Source: an optimization exercise on an open RTL-to-GDS flow (aim: small area and a short achievable clock period). Production flows keep margins and buffers that such runs may drop.
Where RTL was checked, it was by simulation tests only, not by an equivalence proof against the original.
No functional check of the RTL was part of runs 3 to 7.

**flow/design.v**
```verilog
module viterbi_add_select #(
    parameter ZA = 0,
    parameter ZB = 0
) (
    input             clk,
    input      [11:0] m0,       
    input      [11:0] m1,       
    input      [8:0]  bA,
    input      [8:0]  bB,
    input             go,       
    input             hold,     
    output reg        du,       
    output reg        dd,       
    output reg [11:0] mu,       
    output reg [11:0] md        
);
wire [11:0] i0 = {m0[11:8] + 4'd1, m0[7:0]};    
wire [11:0] i1 = {m1[11:8] + 4'd1, m1[7:0]};    
wire [11:0] u0 = ZA ? i0 : m0 + {3'd0, bA};
wire [11:0] u1 = ZB ? i1 : m1 + {3'd0, bB};
wire [11:0] d0 = ZB ? i0 : m0 + {3'd0, bB};
wire [11:0] d1 = ZA ? i1 : m1 + {3'd0, bA};
wire [11:0] tu = u0 - u1;
wire [11:0] td = d0 - d1;
wire        cu = ~tu[11];
wire        cd = ~td[11];
wire su0 = go & ~cu;
wire su1 = go &  cu;
wire sd0 = go & ~cd;
wire sd1 = go &  cd;
always @(posedge clk) begin
    du <= cu;
    dd <= cd;
    mu <= ({12{su0}} & u0) | ({12{su1}} & u1) | ({12{hold}} & mu);
    md <= ({12{sd0}} & d0) | ({12{sd1}} & d1) | ({12{hold}} & md);
end
endmodule
module viterbi_data_forward(
    input         clk,
    input         rst,
    input  [7:0]  LLR0,
    input  [7:0]  LLR1,
    input         data_in_v,
    output [63:0] back_info,
    output        back_info_v
);
localparam [63:0] ATAB = {
    2'd3, 2'd2, 2'd3, 2'd2, 2'd0, 2'd1, 2'd0, 2'd1,
    2'd0, 2'd1, 2'd0, 2'd1, 2'd3, 2'd2, 2'd3, 2'd2,
    2'd1, 2'd0, 2'd1, 2'd0, 2'd2, 2'd3, 2'd2, 2'd3,
    2'd2, 2'd3, 2'd2, 2'd3, 2'd1, 2'd0, 2'd1, 2'd0};
wire [8:0] p = {LLR0[7], LLR0} + {LLR1[7], LLR1} + 9'd256;
reg  [7:0] ra, rb, na, nb;
reg  [8:0] rp, np;
reg        v1, v2, clr;
always @(posedge clk) begin
    ra  <= LLR0;
    rb  <= LLR1;
    rp  <= p;
    na  <= ~LLR0;
    nb  <= ~LLR1;
    np  <= ~p;
    v1  <= data_in_v & ~rst;
    v2  <= v1 & ~rst;
    clr <= rst;
end
wire go   = v1;
wire hold = ~v1 & ~clr;
wire [8:0] bm [0:7];
assign bm[0] = 9'd256;
assign bm[1] = {~ra[7], ra[7], ra[6:0]};
assign bm[2] = {~rb[7], rb[7], rb[6:0]};
assign bm[3] = rp;
assign bm[4] = 9'd256;
assign bm[5] = ~{~na[7], na[7], na[6:0]};
assign bm[6] = ~{~nb[7], nb[7], nb[6:0]};
assign bm[7] = ~np;
wire [11:0] m [0:63];
genvar i;
generate
    for (i = 0; i < 32; i = i + 1) begin : bf
        localparam integer A = ATAB[2*i +: 2];
        localparam integer B = 3 - A;
        localparam integer C = (i >= 16) ? 4 : 0;    
        viterbi_add_select #(.ZA(A == 0), .ZB(B == 0)) u (
            .clk  (clk),
            .m0   (m[2*i]),
            .m1   (m[2*i+1]),
            .bA   (bm[C+A]),
            .bB   (bm[C+B]),
            .go   (go),
            .hold (hold),
            .du   (back_info[i]),
            .dd   (back_info[i+32]),
            .mu   (m[i]),
            .md   (m[i+32])
        );
    end
endgenerate
assign back_info_v = v2;
endmodule
```
**flow/run.sh**
```bash
#!/bin/bash
# synth_recipe.tcl (not shown) runs the flow's synth.tcl, then flattens the netlist and writes it again
# the make line also repeats each setting of config.mk as NAME=value (left out here)
make -C /OpenROAD-flow-scripts/flow DESIGN_CONFIG=/design/flow/config.mk WORK_HOME=/design/flow/orfs CLKGATE_MAP_FILE= SYNTH_SCRIPT=/design/flow/synth_recipe.tcl finish
```
**flow/config.mk**
```make
export PLATFORM = sky130hd
export DESIGN_NAME = viterbi_data_forward
export DESIGN_NICKNAME = viterbi_data_forward
export VERILOG_FILES = /design/flow/design.v
export SDC_FILE = /design/flow/constraint.sdc
export NUM_CORES = 8
export LEC_CHECK = 0
export CAP_MARGIN = 20
export CORE_MARGIN = 2
export CORE_UTILIZATION = 40
export SLEW_MARGIN = 20
```
**flow/constraint.sdc**
```tcl
create_clock -name core_clock -period 5.5 [get_ports {clk}]
set_input_delay 1.1000 -clock core_clock [delete_from_list [all_inputs] [get_ports {clk}]]
set_output_delay 1.1000 -clock core_clock [all_outputs]
set_load 0.01 [all_outputs]
```
==> impl_metrics.csv, run 1 <==
group,metric,value,unit
run_status,status,"finished clean",
sta,hold_viol,0,
logic_synthesis,syn_nets,12368,
setup_path,crit_fanout,16,
setup_path,critPathLaunchType,"register",
placement,gp_congestion,0.975,
finish,final_util,44.5,%
finish,synthToLayoutAreaGrowth,10.6,%
hold_path,hp-class,"register to register",
grt,grt_pass1_wl,520000,um
placement,dp_slack,0.103,ns
grt,antenna_found_initial,26,
setup_path,arrival,5.92,ns
setup_path,worstReg2RegStart,"nb[0]",
grt,grt_max_degree,185,
setup_path,cp-end-kind,"register",
sta,fmax,0.190,GHz
clocking,cts_buffers,113,
setup_path,cp-startpoint,"nb[0]",
logic_synthesis,synth_edf_count,0,
clocking,cts_setup_buffers,0,
clocking,clk_pin_slew,0.06,ns
sta,period_share,95.7,%
grt,use_met3,5.16,%
sta,relSlewSlack,29.2,%
clocking,cts_tree,"built",
placement,hpwlAfterDp,283000,um
logic_synthesis,yosysTopAreaCell,"ha_1",
grt,use_met2,45.7,%
grt,grt_overflow,0,
finish,fill_cells,21971,
logic_synthesis,synthTopCellsByArea,"ha_1, dfxtp_1, xnor2_1",
flow_run,cap_violations,0,
clocking,htreeDepth,3,
route,firstDrtPassIters,6,
logic_synthesis,syn-mean-instance-area,8.37,um2
logic_synthesis,async_flop_share,0,%
logic_synthesis,synth-seq-area-share,19.8,%
floorplanning,rows,173,
floorplanning,core,0.223,mm2
logic_synthesis,synthCells,10701,
sta,setup_violations,0,
setup_path,cp_data_required_time,6.15,ns
sta,final.setup.worst_slack,0.236,ns
floorplanning,die_h,477,um
route,post_drt_wl_per_cell,25.9,um
hold_path,min_from,"bf[28].u.md[0]",
logic_synthesis,synth-compound-area-share,23.0,%
grt,gr-usage-met1,42.6,%
logic_synthesis,synth_flop_cell,"dfxtp_1",
placement,dpl_cell_area,0.0949,mm2
sta,fin_crit,5.26,ns
sta,skew,0.0766,ns
placement,io_buffers,83,
finish,ff_latch_area,0.0177,mm2
logic_synthesis,synthAdderAreaFrac,23.8,%
clocking,cts_sinks,885,
finish,fin_area,0.0991,mm2
sta,tns,0,ns
logic_synthesis,synth_common_cells,"ha_1, dfxtp_1, nand2_1",
grt,top_usage_layer,"met2",
logic_synthesis,netlist_area,0.0896,mm2
logic_synthesis,synth-simple-area-share,14.0,%
route,drc_errors,0,
route,vias,83089,
clocking,holdBufCountCts,0,
finish,drive_gt1_share,6.26,%
logic_synthesis,synth.area.mux_share,3.34,%
route,ant_nets,0,
logic_synthesis,ys.warnings.count,4,
sta,slew_viol_final,0,
hold_path,whs_path_depth,2,
sta,rsz0062_at_grt,"no",
route,drt_iter0_drc,7371,
sta,worst_pin_slew,1.06,ns
clocking,clock_path_buffers,3,
logic_synthesis,synth_xor_area_share,11.0,%
finish,multi_input_area,0.0675,mm2
clocking,clockRootBuffer,"clkbuf_16",
finish,finalNetCount,12437,
logic_synthesis,synth_cell_types,99,
floorplanning,dieArea,0.228,mm2
route,finalWirelength,359000,um
floorplanning,num_io_pins,84,
setup_path,ff2ff_path_depth,21,
logic_synthesis,yosysMostFrequentCell,"ha_1",
logic_synthesis,synth.top_cell.area_share,21.7,%
setup_path,crit_type,"register to register",
grt,first_global_vias,78770,
route,viasPerCell,6.00,
clocking,cts_resized,0,
logic_synthesis,ys_ff_latch,885,
grt,track_usage,30.4,%
clocking,clk_latency,0.84,ns
floorplanning,die_w,477,um
floorplanning,initial_core_util,40.3,%
logic_synthesis,synth_top_family_by_area,"adder cells",
-- layout make-up --
cell class	instances	share of cell area, %
repair buffers	340	3.30
diodes	5	0.0126
clock inverters	68	1.09
multi-input cells	8712	68.1
clock buffers	148	3.12
well taps	2975	3.76
inverters	718	2.73
flip-flops and latches	885	17.9
-- critical path, cell delays in order (launching register included) --
cell	delay, ns
dfxtp_1	0.31
inv_1	0.05
buf_4	0.40
ha_1	0.29
inv_1	0.07
fa_1	0.40
nor2b_1	0.16
o31a_1	0.16
o21a_1	0.14
nor2_1	0.06
xnor2_1	0.31
ha_1	0.34
a21oi_1	0.18
o21ai_0	0.12
a31o_2	0.25
a21oi_1	0.13
o21ai_0	0.17
xnor2_1	0.24
xnor2_4	0.51
mux2i_1	0.44
buf_4	0.27
o21ai_1	0.08
-- metal layers --
layer  vias to the layer above  part of all wire (%)
met1                     40210                    45
met5                         -                0.0081
met3                       598                   8.5
met4                         4                   4.5
li1                      39186                     -
met2                      3091                    42
-- cell usage in the layout, fill, tap and decap left out, types with 83 or more instances in the layout --
cell	Yosys	final
inv_1	709	706
buf_4	81	216
a22o_1	104	104
a21o_1	217	217
o21ai_0	601	601
nand2b_1	166	166
nor2b_1	133	133
clkdlybuf4s50_1	0	83
nand3_1	358	358
o211ai_1	117	117
nor2_1	704	702
fa_1	97	97
a211oi_1	129	129
dfxtp_1	885	874
o311ai_0	117	117
xor2_1	390	390
a21oi_1	639	638
nor3_1	234	234
o22ai_1	114	114
xnor2_1	595	587
mux2i_1	265	265
o21a_1	189	189
a221o_1	93	93
o21ai_1	86	86
ha_1	1551	1551
nand2_1	739	738
clkbuf_16	0	113
-- path summary, 6_finish.rpt --
path / end / slack (ns)
worst max-delay path: bf[30].u.mu[6] / 0.24
worst max register to register: bf[30].u.mu[6] / 0.24
worst min-delay path: bf[28].u.md[0] / 0.49
worst min register to register: bf[28].u.md[0] / 0.49
-- registers in the layout, indices dropped and copies added, names as in the netlist, 9 cells and up --
signal   count
bf.u.du     32
np           9
bf.u.dd     32
bf.u.md    384
bf.u.mu    384
rp           9
-- through the flow --
stage / std cells / hold WS [ns]
after global routing: 13847 / 0.512
after global placement: 13630 / 0.483
after CTS: 13846 / 0.490
final: 13851 / 0.491
after detailed placement: 13630 / 0.482
after floorplan: 10701 / 0.439
-- kinds of logic (layout without fill, tap and decap cells) --
logic type | Yosys count | in the layout
AOI/OAI and AO/OA | 3035 | 3035
xor gates and xnor gates | 1046 | 1046
adders and majority gates | 1648 | 1648
buffers and inverters | 1104 | 1274
DFF | 885 | 885
muxes | 295 | 295
other | 0 | 5
and+or+nand+nor | 2688 | 2688
==> inputs of run 2 (changes only) <==
--- a/flow/config.mk
+++ b/flow/config.mk
@@ -8,4 +8,5 @@
 export CAP_MARGIN = 20
 export CORE_MARGIN = 2
 export CORE_UTILIZATION = 40
+export SETUP_SLACK_MARGIN = 1.0
 export SLEW_MARGIN = 20
==> run 2 against run 1 <==
- global-route usage up 0.073 points
- core utilization up 3.9 points
- synthesized cell count unchanged
- die area is the same
- non-clock buffer count is 384 higher
- via count rose by 3.6%
- maximum frequency increased by 16%
- wire length is 2.6% higher
- critical endpoint is now bf[18].u.mu[0]
==> impl_metrics.csv, run 2 <==
group,metric,value,unit
logic_synthesis,synth-seq-area-share,19.8,%
finish,layout_common_cells,"ha_1, dfxtp_1, nand2_1",
hold_path,hp-class,"register to register",
finish,top_regs,"bf.u.md x384, bf.u.mu x384",
clocking,clock_path_buffers,3,
setup_path,worst-path-stages,27,
setup_path,critPathLaunchType,"register",
finish,mostFrequentLayoutCell,"ha_1",
setup_path,crit_family,"buffers and inverters",
setup_path,worstReg2RegStart,"na[0]",
grt,first_global_vias,80261,
sta,tns,0,ns
logic_synthesis,yosysMostFrequentCell,"ha_1",
floorplanning,rows,173,
setup_path,cp-startpoint,"na[0]",
clocking,clk_latency,0.82,ns
route,vias,86054,
route,firstDrtPassIters,8,
setup_path,cp_data_required_time,6.17,ns
logic_synthesis,ys_ff_latch,885,
sta,relSlewSlack,29.7,%
setup_path,arrival,5.20,ns
floorplanning,die_w,477,um
clocking,clk_pin_slew,0.06,ns
logic_synthesis,synth_flop_cell,"dfxtp_1",
sta,worst_pin_slew,1.04,ns
setup_path,critPathMaxStageDelay,0.38,ns
route,viasPerCell,6.04,
grt,antenna_found_initial,20,
setup_path,reg2reg_slack,0.98,ns
sta,period_share,82.2,%
setup_path,cp_common_cell,"buf_6",
finish,finalNetCount,12836,
logic_synthesis,synth_edf_count,0,
floorplanning,die_h,477,um
grt,grt_overflow,0,
sta,hold_ws,0.500,ns
clocking,htreeDepth,3,
sta,rsz0062_at_grt,"yes",
logic_synthesis,async_flop_share,0,%
setup_path,path_buf_inv,13,
clocking,cts_sinks,885,
finish,synthToLayoutAreaGrowth,20.3,%
sta,setup_violations,0,
logic_synthesis,netlist_area,0.0896,mm2
sta,hold_viol,0,
floorplanning,num_io_pins,84,
route,drt_iter0_drc,7875,
logic_synthesis,synth.top_cell.area_share,21.7,%
sta,slew_viol_final,0,
logic_synthesis,syn-mean-instance-area,8.37,um2
flow_run,cap_violations,0,
placement,io_buffers,83,
logic_synthesis,ys.warnings.count,4,
route,drc_errors,0,
grt,grt_pass1_wl,524000,um
setup_path,crit_type,"register to register",
route,finalWirelength,369000,um
floorplanning,initial_core_util,40.3,%
run_status,status,"finished clean",
sta,fmax,0.221,GHz
sta,fin_crit,4.52,ns
floorplanning,dieArea,0.228,mm2
finish,fill_cells,21225,
clocking,holdBufCountCts,0,
setup_path,r2r_end,"bf[18].u.mu[0]",
logic_synthesis,synth_cell_types,99,
logic_synthesis,yosysTopAreaCell,"ha_1",
setup_path,crit_fanout,5,
logic_synthesis,synthTopCellsByArea,"ha_1, dfxtp_1, xnor2_1",
sta,skew,0.0559,ns
logic_synthesis,synthCells,10701,
clocking,cts_buffers,113,
finish,drive_gt1_share,15.9,%
floorplanning,core,0.223,mm2
grt,track_usage,30.5,%
finish,final_util,48.4,%
setup_path,crit_path_top_delay_cell,"fa_2",
logic_synthesis,syn_nets,12368,
placement,gp_congestion,0.988,
placement,hpwlAfterDp,281000,um
clocking,cts_tree,"built",
route,post_drt_wl_per_cell,25.9,um
setup_path,ff2ff_path_depth,27,
grt,grt_max_degree,161,
setup_path,cp-end-kind,"register",
clocking,clockRootBuffer,"clkbuf_16",
logic_synthesis,synth_common_cells,"ha_1, dfxtp_1, nand2_1",
route,ant_nets,0,
setup_path,crit_end,"bf[18].u.mu[0]",
==> run 2: layout make-up <==
type	count	area (um2)	area share, %
sequential	885	17800	16.5
timing repair buffer	724	7060	6.56
inverter	718	2770	2.57
clock buffer	150	3230	2.99
tap	2975	3720	3.45
clock inverter	64	987	0.916
antenna	8	20.0	0.0186
multi-input combinational	8727	72200	67.0
==> run 2: metal layers <==
metal  wire length, um  part of all wire [%]  GRT usage [%]  vias up
li1                  -                     -              -    40026
met1            162000                    44           42.4    41876
met2            155000                    42           45.7     3392
met3             31800                   8.6           5.03      756
met4             19800                   5.4           14.3        4
met5                23                0.0062              0        -
==> run 2: worst reg2reg max path, delay by kind of cell, from the launching register on <==
kind / cells / cell delay (ns)
buffers and inverters: 13 / 1.49
adder cells (fa/ha/maj): 3 / 0.79
XOR/XNOR: 3 / 0.63
AND/OR/NAND/NOR: 3 / 0.57
AO/OA/AOI/OAI: 4 / 0.43
flip-flops: 1 / 0.31
multiplexers: 1 / 0.19
==> run 2: through the flow <==
stage | instance area (um2) | instances | setup WS, ns
after floorplan | 89600 | 10701 | 1.06
after global routing | 108000 | 14245 | 0.838
after global placement | 94800 | 13622 | 0.394
after detailed placement | 94800 | 13622 | 0.271
after CTS | 102000 | 13987 | 0.854
final | 108000 | 14251 | 0.977
==> run 2: logic make-up (layout without fill, tap and decap cells) <==
kind of cell / after synthesis / in the layout / share of synthesized area [%]
flip-flops: 885 / 885 / 19.8
buffers and inverters: 1104 / 1656 / 5.02
adder cells (fa/ha/maj): 1648 / 1648 / 23.8
multiplexers: 295 / 295 / 3.34
AO/OA/AOI/OAI: 3035 / 3035 / 23.0
XOR/XNOR: 1046 / 1060 / 11.0
AND/OR/NAND/NOR: 2688 / 2689 / 14.0
other: 0 / 8 / 0
==> run 2: worst min-delay path by stage <==
stage	from	end	slack, ns	depth (start not counted)
after floorplan	bf[21].u.md[0]	bf[21].u.md[0]	0.44	2
after global placement	bf[15].u.mu[0]	bf[15].u.mu[0]	0.48	2
after detailed placement	bf[30].u.mu[3]	bf[30].u.mu[3]	0.48	2
after CTS	bf[28].u.md[0]	bf[28].u.md[0]	0.50	2
after global routing	bf[28].u.md[3]	bf[28].u.md[3]	0.52	2
final	bf[15].u.mu[0]	bf[15].u.mu[0]	0.50	2
==> run 2: what timing repair did <==
item / 4_1_cts / 5_1_grt
pin swaps: 77 / 329
buffers inserted: 141 / 232
endpoints found under the hold margin: 0 / 0
setup endpoints to repair: 679 / 680
gates resized for setup: 306 / 902
gates cloned: 10 / 24
==> inputs of run 3 (changes only) <==
==> flow/design.v (replaced) <==
module viterbi_add_select(
    input             clk,
    input      [11:0] m0,       
    input      [11:0] m1,       
    input      [8:0]  bA,
    input      [8:0]  bB,
    input             go,       
    input             hold,     
    output reg        du,       
    output reg        dd,       
    output reg [11:0] mu,       
    output reg [11:0] md        
);
wire [11:0] u0 = m0 + {3'd0, bA};
wire [11:0] u1 = m1 + {3'd0, bB};
wire [11:0] d0 = m0 + {3'd0, bB};
wire [11:0] d1 = m1 + {3'd0, bA};
wire [11:0] tu = u0 - u1;
wire [11:0] td = d0 - d1;
wire        cu = ~tu[11];
wire        cd = ~td[11];
wire su0 = go & ~cu;
wire su1 = go &  cu;
wire sd0 = go & ~cd;
wire sd1 = go &  cd;
always @(posedge clk) begin
    du <= cu;
    dd <= cd;
    mu <= ({12{su0}} & u0) | ({12{su1}} & u1) | ({12{hold}} & mu);
    md <= ({12{sd0}} & d0) | ({12{sd1}} & d1) | ({12{hold}} & md);
end
endmodule
module viterbi_data_forward(
    input         clk,
    input         rst,
    input  [7:0]  LLR0,
    input  [7:0]  LLR1,
    input         data_in_v,
    output [63:0] back_info,
    output        back_info_v
);
localparam [63:0] ATAB = {
    2'd3, 2'd2, 2'd3, 2'd2, 2'd0, 2'd1, 2'd0, 2'd1,
    2'd0, 2'd1, 2'd0, 2'd1, 2'd3, 2'd2, 2'd3, 2'd2,
    2'd1, 2'd0, 2'd1, 2'd0, 2'd2, 2'd3, 2'd2, 2'd3,
    2'd2, 2'd3, 2'd2, 2'd3, 2'd1, 2'd0, 2'd1, 2'd0};
wire [7:0] pa = LLR0[7] ? 8'd0 : LLR0;
wire [7:0] na = LLR0[7] ? -LLR0 : 8'd0;
wire [7:0] pb = LLR1[7] ? 8'd0 : LLR1;
wire [7:0] nb = LLR1[7] ? -LLR1 : 8'd0;
reg  [8:0] bm0, bm1, bm2, bm3;
reg        v1, v2, clr;
always @(posedge clk) begin
    bm0 <= na + nb;
    bm1 <= pa + nb;
    bm2 <= na + pb;
    bm3 <= pa + pb;
    v1  <= data_in_v & ~rst;
    v2  <= v1 & ~rst;
    clr <= rst;
end
wire go   = v1;
wire hold = ~v1 & ~clr;
wire [8:0] bm [0:3];
assign bm[0] = bm0;
assign bm[1] = bm1;
assign bm[2] = bm2;
assign bm[3] = bm3;
wire [11:0] m [0:63];
genvar i;
generate
    for (i = 0; i < 32; i = i + 1) begin : bf
        localparam integer A = ATAB[2*i +: 2];
        localparam integer B = 3 - A;
        viterbi_add_select u (
            .clk  (clk),
            .m0   (m[2*i]),
            .m1   (m[2*i+1]),
            .bA   (bm[A]),
            .bB   (bm[B]),
            .go   (go),
            .hold (hold),
            .du   (back_info[i]),
            .dd   (back_info[i+32]),
            .mu   (m[i]),
            .md   (m[i+32])
        );
    end
endgenerate
assign back_info_v = v2;
endmodule
--- a/flow/config.mk
+++ b/flow/config.mk
@@ -8,5 +8,4 @@
 export CAP_MARGIN = 20
 export CORE_MARGIN = 2
 export CORE_UTILIZATION = 40
-export SETUP_SLACK_MARGIN = 1.0
 export SLEW_MARGIN = 20
==> run 3 against run 2 <==
- die area is 12% higher
- design area is 2.3% higher
- maximum frequency is 14% lower
- highest routed layer is now met4
- sequential cell count is 15 lower
- non-clock buffer count is 432 lower
- wire length is 6.4% lower
==> impl_metrics.csv, run 3 <==
group,metric,value,unit
clocking,clock_path_buffers,3,
finish,fin_area,0.110,mm2
finish,synthToLayoutAreaGrowth,9.57,%
sta,setup_violations,0,
logic_synthesis,ys.warnings.count,2,
clocking,clk_latency,0.82,ns
logic_synthesis,synth_edf_count,0,
sta,final.setup.worst_slack,0.250,ns
route,ant_nets,0,
logic_synthesis,yosysMostFrequentCell,"ha_1",
sta,hold_ws,0.486,ns
floorplanning,rows,184,
floorplanning,die_h,506,um
placement,io_buffers,83,
grt,grt_pass1_wl,516000,um
grt,grt_overflow,0,
placement,dp_slack,0.203,ns
clocking,htreeDepth,3,
placement,dp_cells,15272,
flow_run,cap_violations,0,
floorplanning,core,0.251,mm2
logic_synthesis,synth_cell_types,92,
placement,gp_congestion,0.944,
logic_synthesis,async_flop_share,0,%
clocking,clk_pin_slew,0.06,ns
logic_synthesis,synth-seq-area-share,17.3,%
clocking,clockRootBuffer,"clkbuf_16",
setup_path,cp-end-kind,"register",
run_status,status,"finished clean",
logic_synthesis,syn_nets,13961,
finish,drive_gt1_share,5.22,%
logic_synthesis,synth_flop_cell,"dfxtp_1",
logic_synthesis,netlist_area,0.101,mm2
logic_synthesis,synth.top_cell.area_share,22.3,%
setup_path,crit_type,"register to register",
sta,hold_viol,0,
sta,fin_crit,5.25,ns
finish,finalNetCount,13983,
placement,dpl_cell_area,0.106,mm2
hold_path,hp-class,"register to register",
sta,slew_viol_final,0,
floorplanning,initial_core_util,40.1,%
logic_synthesis,syn-mean-instance-area,8.37,um2
clocking,cts_tree,"built",
route,viasPerCell,5.70,
clocking,cts_sinks,870,
finish,layout_common_cells,"ha_1, o21ai_0, nand2_1",
logic_synthesis,ys_ff_latch,870,
finish,mostFrequentLayoutCell,"ha_1",
finish,final_util,44.0,%
grt,first_global_vias,83317,
sta,relSlewSlack,19.2,%
setup_path,crit_fanout,14,
floorplanning,dieArea,0.256,mm2
route,vias,88299,
floorplanning,num_io_pins,84,
logic_synthesis,synth_common_cells,"ha_1, o21ai_0, nand2_1",
setup_path,cp_data_required_time,6.16,ns
logic_synthesis,yosysTopAreaCell,"ha_1",
floorplanning,die_w,506,um
finish,ff_latch_area,0.0175,mm2
finish,fill_cells,24924,
sta,fmax,0.190,GHz
route,post_drt_wl_per_cell,22.3,um
grt,antenna_found_initial,15,
route,finalWirelength,345000,um
setup_path,arrival,5.91,ns
clocking,cts_buffers,114,
route,drc_errors,0,
sta,skew,0.0496,ns
sta,worst_pin_slew,1.21,ns
sta,period_share,95.5,%
sta,tns,0,ns
placement,hpwlAfterDp,269000,um
grt,track_usage,26.1,%
finish,multi_input_area,0.0793,mm2
setup_path,critPathLaunchType,"register",
grt,grt_max_degree,191,
route,drt_iter0_drc,6703,
finish,instances_no_fill,15489,
logic_synthesis,synthCells,12019,
logic_synthesis,synthTopCellsByArea,"ha_1, dfxtp_1, xnor2_1",
route,firstDrtPassIters,5,
finish,top_regs,"bf.u.md x384, bf.u.mu x384",
==> run 3: routing by layer <==
layer / share of wire [%] / vias up / global-route usage [%] / routed length [um]
met5: 0 / - / 0 / 0
met1: 45 / 41665 / 35.1 / 155000
met3: 5.8 / 567 / 3.05 / 20100
met2: 44 / 2339 / 42.0 / 153000
met4: 4.9 / 0 / 11.4 / 17000
li1: - / 43728 / - / -
==> run 3: final timing paths <==
path | startpoint | endpoint | slack, ns | cells after the start
worst max-delay path | bm3[2] | bf[29].u.md[1] | 0.25 | 15
worst min-delay path | bf[26].u.mu[2] | bf[26].u.mu[2] | 0.49 | 2
worst max register to register | bm3[2] | bf[29].u.md[1] | 0.25 | 15
worst min register to register | bf[26].u.mu[2] | bf[26].u.mu[2] | 0.49 | 2
==> run 3: repair_timing <==
action | in CTS | in global routing
setup buffers | 0 | 1
resized for setup | 0 | 20
endpoints found under the setup margin | 0 | 89
hold buffers | 0 | 0
==> run 3: final cells by class <==
type,count,area share [%]
multi-input combinational,10138,71.9
clock inverter,68,0.822
antenna,6,0.0136
tap,3348,3.80
clock buffer,142,2.84
timing repair buffer,292,2.56
sequential,870,15.9
inverter,625,2.13
==> run 3: kinds of logic after synthesis <==
logic type	Yosys count	synth area share, %
compound gates	3516	23.2
xor+xnor	1362	12.3
fa+ha+maj	1923	24.9
buf+inv	1011	4.22
flops	870	17.3
mux	482	4.79
simple gates	2855	13.3
==> run 3: critical path, stage by stage, from the launching register on <==
cell and delay [ns]:
dfxtp_4 0.64, buf_4 0.40, ha_1 0.33, inv_1 0.07, o21ai_1 0.12, a2111oi_1 0.60, o22ai_1 0.23, xnor2_1 0.24
ha_1 0.28, a2111oi_0 0.50, o21ai_0 0.16, a211oi_1 0.25, nor2_1 0.11, xor3_4 0.60, mux2i_1 0.44, o21ai_0 0.13
==> inputs of run 4 (changes only) <==
--- a/flow/config.mk
+++ b/flow/config.mk
@@ -8,4 +8,5 @@
 export CAP_MARGIN = 20
 export CORE_MARGIN = 2
 export CORE_UTILIZATION = 40
+export SETUP_SLACK_MARGIN = 0.6
 export SLEW_MARGIN = 20
==> run 4 against run 3 <==
- via count rose by 2.7%
- first-iteration DRC count rose by 5.1%
- cell count rose by 2.2%
- hold slack improved by 0.0081 ns
- global-route usage rose by 0.40 points
- maximum frequency rose by 7.0%
==> impl_metrics.csv, run 4 <==
group,metric,value,unit
clocking,clk_pin_slew,0.06,ns
logic_synthesis,syn_nets,13961,
floorplanning,die_w,506,um
route,ant_nets,0,
hold_path,hp-class,"register to register",
logic_synthesis,synthTopCellsByArea,"ha_1, dfxtp_1, xnor2_1",
finish,finalNetCount,14325,
sta,tns,0,ns
sta,fmax,0.204,GHz
sta,worst_pin_slew,1.37,ns
clocking,clockRootBuffer,"clkbuf_16",
grt,grt_pass1_wl,524000,um
logic_synthesis,synth_flop_cell,"dfxtp_1",
logic_synthesis,synth_common_cells,"ha_1, o21ai_0, nand2_1",
grt,antenna_found_initial,28,
setup_path,crit_fanout,7,
clocking,clock_path_buffers,3,
clocking,holdBufCountCts,0,
placement,gp_congestion,0.970,
route,vias,90646,
sta,rsz0062_at_grt,"yes",
floorplanning,num_io_pins,84,
grt,track_usage,26.5,%
sta,fin_crit,4.90,ns
logic_synthesis,ys.warnings.count,2,
logic_synthesis,synth-seq-area-share,17.3,%
clocking,htreeDepth,3,
logic_synthesis,async_flop_share,0,%
setup_path,critPathLaunchType,"register",
route,post_drt_wl_per_cell,22.7,um
logic_synthesis,synth.top_cell.area_share,22.3,%
floorplanning,die_h,506,um
route,drt_iter0_drc,7042,
grt,first_global_vias,83662,
finish,top_regs,"bf.u.md x384, bf.u.mu x384",
grt,grt_max_degree,182,
floorplanning,dieArea,0.256,mm2
logic_synthesis,synth_edf_count,0,
placement,hpwlAfterDp,274000,um
clocking,clk_latency,0.79,ns
clocking,cts_buffers,112,
setup_path,arrival,5.57,ns
sta,slew_viol_final,0,
floorplanning,initial_core_util,40.1,%
route,firstDrtPassIters,6,
logic_synthesis,yosysMostFrequentCell,"ha_1",
setup_path,crit_type,"register to register",
clocking,cts_sinks,870,
logic_synthesis,yosysTopAreaCell,"ha_1",
sta,skew,0.0275,ns
logic_synthesis,synth_cell_types,92,
finish,drive_gt1_share,9.98,%
finish,mostFrequentLayoutCell,"ha_1",
placement,io_buffers,83,
run_status,status,"finished clean",
setup_path,cp_data_required_time,6.17,ns
sta,period_share,89.2,%
sta,final.setup.worst_slack,0.596,ns
logic_synthesis,syn-mean-instance-area,8.37,um2
clocking,cts_tree,"built",
logic_synthesis,synthCells,12019,
finish,final_util,46.2,%
grt,grt_overflow,0,
placement,dp_slack,0.317,ns
floorplanning,rows,184,
finish,layout_common_cells,"ha_1, o21ai_0, nand2_1",
setup_path,cp-end-kind,"register",
route,finalWirelength,359000,um
logic_synthesis,ys_ff_latch,870,
sta,hold_viol,0,
sta,relSlewSlack,8.44,%
finish,synthToLayoutAreaGrowth,15.1,%
route,viasPerCell,5.73,
flow_run,cap_violations,0,
logic_synthesis,netlist_area,0.101,mm2
route,drc_errors,0,
sta,setup_violations,0,
floorplanning,core,0.251,mm2
## run 4: cell count changes in the layout (fill, tap and decap cells not counted), moves of 26 or more
cell       before  now
a2111oi_0      32    6
a21oi_1       774  707
a21oi_2         1   66
buf_12         34   70
buf_4         175  416
buf_6           0   29
xnor2_1       852  820
xnor2_4        13   46
## run 4: kinds of logic after synthesis
family	after synthesis	synth area share, %
AND/OR/NAND/NOR	2855	13.3
flip-flops	870	17.3
XOR/XNOR	1362	12.3
adder cells (fa/ha/maj)	1923	24.9
AO/OA/AOI/OAI	3516	23.2
buffers and inverters	1011	4.22
multiplexers	482	4.79
## run 4: area by class of cell
type	count	area, um2
fill	24418	135000
clock buffer	153	3230
multi-input combinational	10159	81800
clock inverter	54	738
timing repair buffer	615	5890
antenna	7	17.5
sequential	870	17600
inverter	625	2360
tap	3348	4190
## run 4: worst paths after layout
kind                        from         endpoint  slack [ns]  cells after the start
setup / recovery          bm3[0]  bf[10].u.mu[10]        0.60                     22
hold / removal    bf[21].u.mu[0]   bf[21].u.mu[0]        0.49                      2
setup reg to reg          bm3[0]  bf[10].u.mu[10]        0.60                     22
hold reg to reg   bf[21].u.mu[0]   bf[21].u.mu[0]        0.49                      2
## run 4: critical path, stage by stage, from the launching register on
cell,delay [ns]
dfxtp_4,0.44
buf_6,0.16
buf_12,0.12
buf_8,0.13
ha_4,0.16
fa_2,0.37
a211oi_2,0.25
nor2_2,0.07
o31a_1,0.30
o21a_1,0.22
nor2_4,0.14
xnor2_2,0.10
ha_2,0.20
a211o_1,0.35
a2111oi_4,0.22
o2111a_2,0.28
nor3_4,0.06
xnor2_2,0.16
xnor2_2,0.32
xnor2_4,0.15
buf_6,0.16
and3_4,0.16
a211o_1,0.25
## run 4: timing repair
action / CTS / global route
setup endpoints to repair: 404 / 673
setup buffers: 95 / 161
pin swaps: 40 / 188
gates resized for setup: 87 / 386
gates cloned: 9 / 28
hold endpoints to repair: 0 / 0
## run 4: stage by stage
stage	instances	instance area [um2]	hold slack, ns
2_1_floorplan	12019	101000	0.450
3_3_place_gp	15324	106000	0.483
3_5_place_dp	15324	106000	0.486
4_1_cts	15635	112000	0.496
5_1_grt	15826	116000	0.520
6_report	15831	116000	0.495
## run 4: layer usage
| metal | global-route usage (%) | up-vias | routed length (um) | part of all wire [%] |
|---|---|---|---|---|
| met2 | 42.9 | 2599 | 160000 | 44 |
| met1 | 36.0 | 43015 | 160000 | 45 |
| met5 | 0 | - | 62 | 0.017 |
| met4 | 10.6 | 8 | 16700 | 4.7 |
| met3 | 2.81 | 620 | 22900 | 6.4 |
| li1 | - | 44404 | - | - |
==> inputs of run 5 (changes only) <==
--- a/flow/design.v
+++ b/flow/design.v
@@ -4,6 +4,7 @@
     input      [11:0] m1,       
     input      [8:0]  bA,
     input      [8:0]  bB,
+    input      [9:0]  k,        
     input             go,       
     input             hold,     
     output reg        du,       
@@ -15,8 +16,9 @@
 wire [11:0] u1 = m1 + {3'd0, bB};
 wire [11:0] d0 = m0 + {3'd0, bB};
 wire [11:0] d1 = m1 + {3'd0, bA};
-wire [11:0] tu = u0 - u1;
-wire [11:0] td = d0 - d1;
+wire [11:0] kx = {{2{k[9]}}, k};
+wire [11:0] tu = m0 - m1 - kx;
+wire [11:0] td = m0 - m1 + kx;
 wire        cu = ~tu[11];
 wire        cd = ~td[11];
 wire su0 = go & ~cu;
@@ -49,12 +51,17 @@
 wire [7:0] pb = LLR1[7] ? 8'd0 : LLR1;
 wire [7:0] nb = LLR1[7] ? -LLR1 : 8'd0;
 reg  [8:0] bm0, bm1, bm2, bm3;
+reg  [9:0] k0, k1, k2, k3;
 reg        v1, v2, clr;
 always @(posedge clk) begin
     bm0 <= na + nb;
     bm1 <= pa + nb;
     bm2 <= na + pb;
     bm3 <= pa + pb;
+    k0  <= (pa + pb) - (na + nb);
+    k1  <= (na + pb) - (pa + nb);
+    k2  <= (pa + nb) - (na + pb);
+    k3  <= (na + nb) - (pa + pb);
     v1  <= data_in_v & ~rst;
     v2  <= v1 & ~rst;
     clr <= rst;
@@ -66,6 +73,11 @@
 assign bm[1] = bm1;
 assign bm[2] = bm2;
 assign bm[3] = bm3;
+wire [9:0] kk [0:3];
+assign kk[0] = k0;
+assign kk[1] = k1;
+assign kk[2] = k2;
+assign kk[3] = k3;
 wire [11:0] m [0:63];
 genvar i;
 generate
@@ -78,6 +90,7 @@
             .m1   (m[2*i+1]),
             .bA   (bm[A]),
             .bB   (bm[B]),
+            .k    (kk[A]),
             .go   (go),
             .hold (hold),
             .du   (back_info[i]),
--- a/flow/config.mk
+++ b/flow/config.mk
@@ -8,5 +8,4 @@
 export CAP_MARGIN = 20
 export CORE_MARGIN = 2
 export CORE_UTILIZATION = 40
-export SETUP_SLACK_MARGIN = 0.6
 export SLEW_MARGIN = 20
==> run 5 against run 4 <==
- area after synthesis rose by 12%
- sequential share of layout area fell by 0.46 points
- wire length rose by 30%
- design area rose by 7.3%
- clock-buffer cell count rose by 11
- setup slack got worse by 0.17 ns
- first-iteration DRC count rose by 59%
- sequential cell count rose by 37
- largest cell class unchanged
==> impl_metrics.csv, run 5 <==
group,metric,value,unit
grt,grt_overflow,0,
finish,drive_gt1_share,5.26,%
logic_synthesis,synth_flop_cell,"dfxtp_1",
grt,antenna_found_initial,53,
sta,rsz0062_at_grt,"no",
sta,setup_violations,0,
sta,fmax,0.197,GHz
setup_path,crit_fanout,15,
setup_path,crit_end,"bf[13].u.mu[1]",
finish,instances_no_fill,17593,
floorplanning,rows,195,
flow_run,cap_violations,0,
clocking,cts_tree,"built",
placement,dp_cells,17325,
logic_synthesis,async_flop_share,0,%
setup_path,cp-startpoint,"bf[27].u.mu[1]",
logic_synthesis,synth_common_cells,"ha_1, xnor2_1, inv_1",
floorplanning,die_w,535,um
route,firstDrtPassIters,8,
clocking,cts_buffers,132,
logic_synthesis,synthTopCellsByArea,"ha_1, dfxtp_1, xnor2_1",
clocking,cts_sinks,907,
logic_synthesis,synth-seq-area-share,16.1,%
grt,first_global_vias,96523,
clocking,cts_resized,0,
logic_synthesis,synth.top_cell.area_share,24.8,%
clocking,holdBufCountCts,0,
route,vias,104420,
clocking,htreeDepth,4,
setup_path,arrival,5.77,ns
placement,hpwlAfterDp,355000,um
floorplanning,die_h,535,um
sta,fin_crit,5.08,ns
clocking,clock_path_buffers,3,
sta,worst_pin_slew,1.24,ns
finish,top_regs,"bf.u.md x384, bf.u.mu x384",
setup_path,reg2reg_slack,0.42,ns
sta,relSlewSlack,17.4,%
setup_path,ff2ff_path_depth,19,
floorplanning,num_io_pins,84,
clocking,clk_latency,0.88,ns
logic_synthesis,synthCells,13581,
logic_synthesis,synth_xor_area_share,13.1,%
clocking,clk_pin_slew,0.06,ns
floorplanning,dieArea,0.287,mm2
sta,hold_viol,0,
placement,gp_congestion,1.01,
sta,skew,0.0589,ns
route,finalWirelength,466000,um
setup_path,worstReg2RegStart,"bf[27].u.mu[1]",
finish,synthToLayoutAreaGrowth,10.1,%
logic_synthesis,synth-compound-area-share,21.4,%
grt,grt_max_degree,156,
logic_synthesis,synth-simple-area-share,12.2,%
route,post_drt_wl_per_cell,26.5,um
grt,track_usage,31.5,%
sta,tns,0,ns
hold_path,hp-class,"register to register",
logic_synthesis,netlist_area,0.113,mm2
logic_synthesis,syn-mean-instance-area,8.31,um2
finish,mostFrequentLayoutCell,"ha_1",
sta,slew_viol_final,0,
setup_path,cp_data_required_time,6.20,ns
logic_synthesis,ys.warnings.count,2,
logic_synthesis,synth_edf_count,0,
floorplanning,initial_core_util,40.1,%
grt,grt_pass1_wl,664000,um
setup_path,critPathLaunchType,"register",
floorplanning,core,0.282,mm2
route,ant_nets,0,
logic_synthesis,synth_top_family_by_area,"adder cells",
setup_path,crit_type,"register to register",
placement,io_buffers,83,
finish,layout_common_cells,"ha_1, xnor2_1, inv_1",
finish,finalNetCount,16140,
clocking,cts_setup_buffers,0,
logic_synthesis,synthAdderAreaFrac,27.8,%
setup_path,r2r_end,"bf[13].u.mu[1]",
logic_synthesis,yosysMostFrequentCell,"ha_1",
route,drt_iter0_drc,11183,
route,drc_errors,0,
logic_synthesis,syn_nets,16005,
logic_synthesis,yosysTopAreaCell,"ha_1",
logic_synthesis,synth_cell_types,85,
route,viasPerCell,5.94,
run_status,status,"finished clean",
logic_synthesis,ys_ff_latch,907,
sta,period_share,92.3,%
logic_synthesis,synth.area.mux_share,4.42,%
setup_path,cp-end-kind,"register",
clocking,clockRootBuffer,"clkbuf_16",
-- run 5: critical path, cell delays in order (launching register included) --
cell and delay [ns]:
dfxtp_1 0.45, inv_1 0.16, fa_1 0.48, a21o_1 0.18, a21oi_1 0.21, o21ai_0 0.11, a21oi_1 0.26, o21bai_1 0.12
a21oi_1 0.24, o21bai_1 0.10, a21oi_1 0.18, xnor2_1 0.11, ha_1 0.34, nand2_1 0.06, or4_1 0.49, o21ai_0 0.35
xor2_2 0.16, buf_4 0.28, mux2i_1 0.47, o22ai_1 0.16
-- run 5: worst min-delay path by stage --
stage | start | endpoint | cells after the start
floorplan | clr | bf[30].u.md[10] | 1
global placement | bf[31].u.md[0] | bf[31].u.md[0] | 2
detailed placement | bf[23].u.md[0] | bf[23].u.md[0] | 2
CTS | bf[23].u.md[0] | bf[23].u.md[0] | 2
global route | bf[23].u.md[0] | bf[23].u.md[0] | 2
finish | bf[1].u.md[0] | bf[1].u.md[0] | 2
-- run 5: metal layers --
layer | vias to the layer above | wire length, um | global-route usage, %
met4 | 46 | 32900 | 19.2
met1 | 49289 | 192000 | 41.3
met2 | 4601 | 191000 | 46.6
li1 | 49393 | - | -
met5 | - | 321 | 0
met3 | 1091 | 50100 | 7.52
-- run 5: cell families (layout without fill, tap and decap cells) --
kind of cell	Yosys count	count (layout)
adders and majority gates	2405	2405
DFF	907	907
and+or+nand+nor	3003	3003
AOI/OAI and AO/OA	3711	3711
muxes	497	497
xor gates and xnor gates	1672	1672
other	0	33
buffers and inverters	1386	1622
-- run 5: final cells by class --
cell class              count  area (um2)
fillers                 28326      157000
multi-input cells       11288       89600
flip-flops and latches    907       18300
well taps                3743        4680
inverters                 978        3680
clock buffers             164        3600
repair buffers            409        3500
clock inverters            71         941
diodes                     33        82.6
-- run 5: per-stage QoR --
| stage | utilization [%] | hold WS, ns | setup WS, ns | instance area [um2] |
|---|---|---|---|---|
| 2_1_floorplan | - | 0.443 | 0.891 | 113000 |
| 3_3_place_gp | 42.5 | 0.496 | 0.585 | 120000 |
| 3_5_place_dp | 42.5 | 0.504 | 0.553 | 120000 |
| 4_1_cts | 44.1 | 0.512 | 0.479 | 124000 |
| 5_1_grt | 44.1 | 0.535 | 0.112 | 124000 |
| 6_report | 44.2 | 0.513 | 0.425 | 124000 |
==> inputs of run 6 (changes only) <==
==> flow/design.v (replaced) <==
module viterbi_add_select #(
    parameter ZA = 0,
    parameter ZB = 0
) (
    input             clk,
    input      [11:0] m0,       
    input      [11:0] m1,       
    input      [9:0]  bA,       
    input      [9:0]  bB,       
    input             go,       
    input             hold,     
    output reg        du,       
    output reg        dd,       
    output reg [11:0] mu,       
    output reg [11:0] md        
);
wire [11:0] xA = {{2{bA[9]}}, bA};
wire [11:0] xB = {{2{bB[9]}}, bB};
wire [11:0] u0 = ZA ? m0 : m0 + xA;
wire [11:0] u1 = ZB ? m1 : m1 + xB;
wire [11:0] d0 = ZB ? m0 : m0 + xB;
wire [11:0] d1 = ZA ? m1 : m1 + xA;
wire [11:0] tu = u0 - u1;
wire [11:0] td = d0 - d1;
wire        cu = ~tu[11];
wire        cd = ~td[11];
wire su0 = go & ~cu;
wire su1 = go &  cu;
wire sd0 = go & ~cd;
wire sd1 = go &  cd;
always @(posedge clk) begin
    du <= cu;
    dd <= cd;
    mu <= ({12{su0}} & u0) | ({12{su1}} & u1) | ({12{hold}} & mu);
    md <= ({12{sd0}} & d0) | ({12{sd1}} & d1) | ({12{hold}} & md);
end
endmodule
module viterbi_data_forward(
    input         clk,
    input         rst,
    input  [7:0]  LLR0,
    input  [7:0]  LLR1,
    input         data_in_v,
    output [63:0] back_info,
    output        back_info_v
);
localparam [63:0] ATAB = {
    2'd3, 2'd2, 2'd3, 2'd2, 2'd0, 2'd1, 2'd0, 2'd1,
    2'd0, 2'd1, 2'd0, 2'd1, 2'd3, 2'd2, 2'd3, 2'd2,
    2'd1, 2'd0, 2'd1, 2'd0, 2'd2, 2'd3, 2'd2, 2'd3,
    2'd2, 2'd3, 2'd2, 2'd3, 2'd1, 2'd0, 2'd1, 2'd0};
reg  [7:0] ra, rb;
reg  [9:0] rp;
reg        v1, v2, clr;
always @(posedge clk) begin
    ra  <= LLR0;
    rb  <= LLR1;
    rp  <= {LLR0[7], LLR0[7], LLR0} + {LLR1[7], LLR1[7], LLR1};
    v1  <= data_in_v & ~rst;
    v2  <= v1 & ~rst;
    clr <= rst;
end
wire go   = v1;
wire hold = ~v1 & ~clr;
wire [9:0] bm [0:3];
assign bm[0] = 10'd0;
assign bm[1] = {ra[7], ra[7], ra};
assign bm[2] = {rb[7], rb[7], rb};
assign bm[3] = rp;
wire [11:0] m [0:63];
genvar i;
generate
    for (i = 0; i < 32; i = i + 1) begin : bf
        localparam integer A = ATAB[2*i +: 2];
        localparam integer B = 3 - A;
        viterbi_add_select #(.ZA(A == 0), .ZB(B == 0)) u (
            .clk  (clk),
            .m0   (m[2*i]),
            .m1   (m[2*i+1]),
            .bA   (bm[A]),
            .bB   (bm[B]),
            .go   (go),
            .hold (hold),
            .du   (back_info[i]),
            .dd   (back_info[i+32]),
            .mu   (m[i]),
            .md   (m[i+32])
        );
    end
endgenerate
assign back_info_v = v2;
endmodule
==> run 6 against run 5 <==
- still clean on timing, DRC and antenna
- critical path depth shrank 2
- area after synthesis shrank 14%
- cell count shrank 15%
- global-route usage shrank 4.0 points
- core utilization is essentially flat
- critical endpoint is now bf[26].u.md[8]
==> impl_metrics.csv, run 6 <==
group,metric,value,unit
floorplanning,die_h,495,um
placement,hpwlAfterDp,275000,um
sta,tns,0,ns
finish,ff_latch_area,0.0173,mm2
logic_synthesis,synthTopCellsByArea,"ha_1, dfxtp_1, xnor2_1",
floorplanning,initial_core_util,40.2,%
logic_synthesis,synth.top_cell.area_share,22.1,%
finish,final_util,44.1,%
hold_path,whs_path_depth,2,
floorplanning,rows,180,
setup_path,crit_fanout,13,
sta,worst_pin_slew,1.16,ns
grt,track_usage,27.5,%
logic_synthesis,syn-mean-instance-area,8.22,um2
placement,dpl_cell_area,0.102,mm2
setup_path,critPathMaxStageDelay,0.50,ns
grt,grt_pass1_wl,522000,um
setup_path,crit_family,"compound AO/OA/AOI/OAI gates",
setup_path,path_buf_inv,1,
finish,multi_input_area,0.0754,mm2
sta,hold_ws,0.474,ns
setup_path,worst-path-stages,17,
route,firstDrtPassIters,8,
route,vias,89722,
logic_synthesis,ys.warnings.count,4,
setup_path,cp-end-kind,"register",
setup_path,critPathLaunchType,"register",
finish,fin_area,0.106,mm2
sta,rsz0062_at_grt,"no",
placement,io_buffers,83,
finish,synthToLayoutAreaGrowth,9.80,%
hold_path,min_from,"bf[19].u.md[11]",
route,finalWirelength,349000,um
logic_synthesis,synth-seq-area-share,17.8,%
sta,skew,0.0383,ns
placement,dp_cells,14793,
clocking,clk_latency,0.80,ns
route,drc_errors,0,
route,drt_iter0_drc,7800,
logic_synthesis,synth_common_cells,"ha_1, nor2_1, dfxtp_1",
sta,setup_violations,0,
clocking,cts_buffers,114,
clocking,cts_sinks,860,
setup_path,crit_path_top_delay_cell,"mux2i_1",
logic_synthesis,synth_flop_cell,"dfxtp_1",
hold_path,hp-class,"register to register",
finish,finalNetCount,13549,
logic_synthesis,synthCells,11747,
floorplanning,die_w,495,um
sta,fmax,0.190,GHz
flow_run,cap_violations,0,
grt,grt_overflow,0,
logic_synthesis,async_flop_share,0,%
setup_path,arrival,5.89,ns
placement,dp_slack,-0.0781,ns
setup_path,crit_type,"register to register",
clocking,cts_tree,"built",
logic_synthesis,syn_nets,13567,
clocking,clock_path_buffers,3,
finish,instances_no_fill,15013,
clocking,clockRootBuffer,"clkbuf_16",
logic_synthesis,synth_cell_types,91,
finish,drive_gt1_share,5.29,%
sta,hold_viol,0,
placement,gp_congestion,0.966,
grt,grt_max_degree,192,
logic_synthesis,synth_edf_count,0,
route,viasPerCell,5.98,
route,post_drt_wl_per_cell,23.3,um
finish,mostFrequentLayoutCell,"ha_1",
logic_synthesis,yosysMostFrequentCell,"ha_1",
setup_path,worstPathCellList,"buf_4 -> ha_1 -> fa_1 -> a21o_1 -> a211oi_1 -> nor2_1 -> or4_1 -> a31oi_1 -> o21bai_1 -> xor2_1 -> ha_1 -> a21o_1 -> a31oi_1 -> xor2_1 -> xnor2_4 -> mux2i_1 -> o22ai_1",
finish,top_regs,"bf.u.md x384, bf.u.mu x384",
sta,relSlewSlack,22.5,%
floorplanning,core,0.240,mm2
sta,slew_viol_final,0,
clocking,holdBufCountCts,0,
setup_path,ff2ff_path_depth,17,
sta,final.setup.worst_slack,0.251,ns
clocking,htreeDepth,3,
setup_path,worstReg2RegStart,"rb[0]",
hold_path,holdPathEnd,"bf[19].u.md[11]",
setup_path,reg2reg_slack,0.25,ns
run_status,status,"finished clean",
setup_path,r2r_end,"bf[26].u.md[8]",
setup_path,cp_data_required_time,6.14,ns
sta,period_share,95.4,%
logic_synthesis,yosysTopAreaCell,"ha_1",
floorplanning,num_io_pins,84,
sta,fin_crit,5.25,ns
logic_synthesis,netlist_area,0.0966,mm2
finish,fill_cells,23422,
grt,antenna_found_initial,14,
clocking,clk_pin_slew,0.06,ns
finish,layout_common_cells,"ha_1, nor2_1, dfxtp_1",
route,ant_nets,0,
grt,first_global_vias,85581,
floorplanning,dieArea,0.245,mm2
logic_synthesis,ys_ff_latch,860,
## run 6: final cells by class
type | count | share of cell area (%)
multi-input combinational | 9820 | 71.1
sequential | 860 | 16.3
tap | 3185 | 3.76
clock buffer | 157 | 3.17
timing repair buffer | 298 | 2.91
inverter | 635 | 2.25
clock inverter | 55 | 0.547
antenna | 3 | 0.00708
## run 6: timing repair
action,4_1_cts,5_1_grt
setup endpoints to repair,3,88
setup buffers,0,3
hold endpoints to repair,0,0
gates resized for setup,3,22
pin swaps,0,1
## run 6: worst max path at each step
stage / start / to / slack, ns
2_1_floorplan: rp[8] / bf[2].u.md[3] / 0.11
5_1_grt: ra[0] / bf[28].u.mu[7] / 0.01
3_5_place_dp: ra[0] / bf[24].u.mu[5] / -0.08
3_3_place_gp: ra[0] / bf[24].u.mu[5] / 0.01
6_report: rb[0] / bf[26].u.md[8] / 0.25
4_1_cts: ra[0] / bf[24].u.mu[5] / 0.06
## run 6: cell families (layout without fill, tap and decap cells)
kind of cell	Yosys count	in the layout	share of synthesized area [%]
AOI/OAI and AO/OA	3055	3055	21.4
xor gates and xnor gates	1167	1167	10.9
adders and majority gates	1801	1801	24.1
buffers and inverters	1067	1145	4.53
DFF	860	860	17.8
muxes	462	462	4.86
other	0	3	0
and+or+nand+nor	3335	3335	16.4
## run 6: layer usage
metal  vias to the layer above  routed length [um]  global-route usage (%)  share of wire (%)
met5                         -                  28                       0             0.0080
met3                       620               22200                    3.53                6.4
li1                      43292                   -                       -                  -
met2                      2835              152000                    43.7                 44
met1                     42971              156000                    37.0                 45
met4                         4               18700                    12.5                5.4
## run 6: worst register-to-register path, cell delays in order, from the launching register on
cell      delay, ns
dfxtp_2        0.34
buf_4          0.24
ha_1           0.32
fa_1           0.42
a21o_1         0.21
a211oi_1       0.23
nor2_1         0.11
or4_1          0.45
a31oi_1        0.19
o21bai_1       0.09
xor2_1         0.40
ha_1           0.34
a21o_1         0.18
a31oi_1        0.26
xor2_1         0.20
xnor2_4        0.48
mux2i_1        0.50
o22ai_1        0.15
==> inputs of run 7 (changes only) <==
--- a/flow/config.mk
+++ b/flow/config.mk
@@ -7,5 +7,6 @@
 export LEC_CHECK = 0
 export CAP_MARGIN = 20
 export CORE_MARGIN = 2
-export CORE_UTILIZATION = 40
+export CORE_UTILIZATION = 65
+export PLACE_DENSITY = 0.75
 export SLEW_MARGIN = 20
==> run 7 against run 6 <==
- first-iteration DRC count grew 9.6%
- area after synthesis is the same
- largest cell class unchanged
- still clean
- synthesized cell count is the same
- via count grew 2.1%
- design area shrank 2.0%
- hold slack gained 0.0070 ns
- non-clock buffer count shrank 22
- clock-buffer cell count shrank 26
- global-route usage grew 15 points
- clock skew shrank 0.0096 ns
==> impl_metrics.csv, run 7 <==
group,metric,value,unit
run_status,status,"finished clean",
logic_synthesis,synth_cell_types,91,
floorplanning,core,0.148,mm2
logic_synthesis,synthTopCellsByArea,"ha_1, dfxtp_1, xnor2_1",
sta,worst_pin_slew,1.15,ns
setup_path,crit_fanout,17,
sta,rsz0062_at_grt,"no",
sta,skew,0.0287,ns
clocking,htreeDepth,3,
logic_synthesis,netlist_area,0.0966,mm2
logic_synthesis,syn_nets,13567,
grt,track_usage,42.2,%
floorplanning,die_h,389,um
placement,hpwlAfterDp,257000,um
logic_synthesis,syn-mean-instance-area,8.22,um2
setup_path,ff2ff_path_depth,17,
setup_path,critPathMaxStageDelay,0.63,ns
finish,finalNetCount,13517,
finish,layout_common_cells,"ha_1, nor2_1, dfxtp_1",
logic_synthesis,ys.warnings.count,4,
logic_synthesis,yosysTopAreaCell,"ha_1",
grt,grt_max_degree,175,
clocking,clk_pin_slew,0.07,ns
floorplanning,dieArea,0.152,mm2
placement,dpl_cell_area,0.100,mm2
setup_path,arrival,5.93,ns
logic_synthesis,ys_ff_latch,860,
hold_path,hp-class,"register to register",
logic_synthesis,synth_flop_cell,"dfxtp_1",
route,viasPerCell,6.68,
setup_path,path_buf_inv,2,
route,drc_errors,0,
placement,io_buffers,83,
route,post_drt_wl_per_cell,24.1,um
setup_path,cp-end-kind,"register",
placement,gp_congestion,1.01,
route,vias,91624,
logic_synthesis,yosysMostFrequentCell,"ha_1",
sta,slew_viol_final,0,
logic_synthesis,synth-seq-area-share,17.8,%
clocking,cts_tree,"built",
grt,antenna_found_initial,10,
setup_path,crit_path_top_delay_cell,"xnor2_2",
floorplanning,initial_core_util,65.4,%
clocking,cts_buffers,103,
finish,synthToLayoutAreaGrowth,7.59,%
clocking,clock_path_buffers,3,
sta,relSlewSlack,23.1,%
logic_synthesis,async_flop_share,0,%
route,ant_nets,0,
grt,first_global_vias,88232,
sta,tns,0,ns
route,finalWirelength,330000,um
sta,period_share,96.3,%
grt,grt_overflow,0,
floorplanning,rows,141,
sta,setup_violations,0,
floorplanning,die_w,389,um
finish,drive_gt1_share,4.87,%
logic_synthesis,synthCells,11747,
setup_path,worstPathCellList,"buf_12 -> ha_1 -> fa_1 -> a21o_1 -> a21oi_1 -> o21bai_1 -> a2111o_1 -> a31o_1 -> a21o_1 -> xor2_1 -> ha_1 -> o41ai_2 -> xnor2_1 -> xnor2_2 -> inv_2 -> or2_0 -> a32o_1",
flow_run,cap_violations,0,
finish,final_util,70.4,%
clocking,clockRootBuffer,"clkbuf_16",
clocking,clk_latency,0.75,ns
route,drt_iter0_drc,8551,
setup_path,crit_type,"register to register",
hold_path,whs_path_depth,2,
finish,fill_cells,11902,
sta,hold_viol,0,
setup_path,crit_family,"compound AO/OA/AOI/OAI gates",
route,firstDrtPassIters,6,
finish,top_regs,"bf.u.md x384, bf.u.mu x384",
floorplanning,num_io_pins,84,
setup_path,critPathLaunchType,"register",
logic_synthesis,synth.top_cell.area_share,22.1,%
finish,fin_area,0.104,mm2
setup_path,cp_data_required_time,6.14,ns
setup_path,worst-path-stages,17,
finish,mostFrequentLayoutCell,"ha_1",
sta,fmax,0.189,GHz
sta,fin_crit,5.30,ns
grt,grt_pass1_wl,503000,um
clocking,cts_sinks,860,
logic_synthesis,synth_common_cells,"ha_1, nor2_1, dfxtp_1",
logic_synthesis,synth_edf_count,0,
[run 7: worst reg2reg max path, cell delays in order, from the launching register on]
cell	delay [ns]
dfxtp_4	0.54
buf_12	0.26
ha_1	0.22
fa_1	0.43
a21o_1	0.19
a21oi_1	0.24
o21bai_1	0.12
a2111o_1	0.46
a31o_1	0.23
a21o_1	0.18
xor2_1	0.15
ha_1	0.23
o41ai_2	0.50
xnor2_1	0.18
xnor2_2	0.63
inv_2	0.16
or2_0	0.24
a32o_1	0.24
[run 7: cell families (layout without fill, tap and decap cells)]
family	after synthesis	in the layout	synth area share [%]
xor+xnor	1167	1168	10.9
other cells	0	9	0
fa+ha+maj	1801	1801	24.1
compound gates	3055	3055	21.4
buf+inv	1067	1103	4.53
simple gates	3335	3335	16.4
mux	462	462	4.86
flops	860	860	17.8
[run 7: final timing paths]
kind	end	from	slack (ns)
worst max-delay path	bf[22].u.mu[2]	ra[0]	0.20
worst min-delay path	bf[19].u.md[11]	bf[19].u.md[11]	0.48
worst max register to register	bf[22].u.mu[2]	ra[0]	0.20
worst min register to register	bf[19].u.md[11]	bf[19].u.md[11]	0.48
[run 7: area by class of cell]
type | count | area [um2] | area share (%)
diodes | 9 | 22.5 | 0.0217
well taps | 1930 | 2410 | 2.32
flip-flops and latches | 860 | 17300 | 16.6
inverters | 635 | 2390 | 2.30
multi-input cells | 9821 | 75300 | 72.5
clock buffers | 131 | 2860 | 2.75
repair buffers | 276 | 2740 | 2.64
clock inverters | 61 | 917 | 0.882
[run 7: stage by stage]
step                instances  setup slack (ns)  hold slack, ns
global route            13714            0.0104           0.500
floorplan               11747             0.114           0.439
CTS                     13713            0.0182           0.481
global placement        13521           -0.0363           0.456
finish                  13723             0.203           0.481
detailed placement      13521           -0.0745           0.472
[run 7: routing by layer]
| metal | global-route usage (%) | routed length [um] | part of all wire (%) | up-vias |
|---|---|---|---|---|
| li1 | - | - | - | 43224 |
| met5 | 0 | 23 | 0.0070 | - |
| met2 | 65.7 | 141000 | 43 | 3959 |
| met3 | 7.93 | 29700 | 9.0 | 1042 |
| met4 | 28.6 | 26200 | 7.9 | 4 |
| met1 | 52.9 | 133000 | 40 | 43395 |
[run 7: repair_timing]
| action | 4_1_cts | 5_1_grt |
|---|---|---|
| pin swaps | 0 | 1 |
| hold buffers | 0 | 0 |
| resized for setup | 2 | 12 |
| cloned | 0 | 1 |
| setup endpoints to repair | 13 | 164 |
| buffers inserted | 0 | 0 |

separate check: timing with driven ports:
Ports are ideal in the flow. The routed layouts listed here were re-timed in OpenROAD.
Step 1 sets driving cells, clkbuf_16 on the clock port and buf_2 on the other inputs (assumed; they add their load-dependent delay and slew).
Step 2 moves the port delays by t, midway between the first and last clock arrival at a register: inputs arrive t later, outputs are due t later. That takes back most of the time a late clock gives input paths.
Slacks: ideal / step 1 / step 2; pairs: ideal / step 1.
| run | t, ns | setup slack, ns | worst hold slack (ns) | worst slew at a driven data input, ns | cell pins on the clock port's net |
|---|---|---|---|---|---|
| run 1 | 0.885 | 0.236 / 0.236 / 0.236 | 0.491 / 0.491 / 0.491 | 0.04 | 1 |
| run 2 | 0.884 | 0.977 / 0.977 / 0.977 | 0.500 / 0.500 / 0.500 | 0.04 | 1 |
| run 3 | 0.889 | 0.250 / 0.250 / 0.250 | 0.486 / 0.486 / 0.486 | 0.05 | 1 |
| run 4 | 0.879 | 0.596 / 0.596 / 0.596 | 0.495 / 0.495 / 0.495 | 0.05 | 1 |
| run 5 | 0.951 | 0.425 / 0.425 / 0.425 | 0.513 / 0.513 / 0.513 | 0.04 | 1 |
| run 6 | 0.875 | 0.251 / 0.251 / 0.251 | 0.474 / 0.474 / 0.474 | 0.05 | 1 |
| run 7 | 0.829 | 0.203 / 0.203 / 0.203 | 0.481 / 0.481 / 0.481 | 0.04 | 1 |
After both steps every run listed still meets setup and hold.
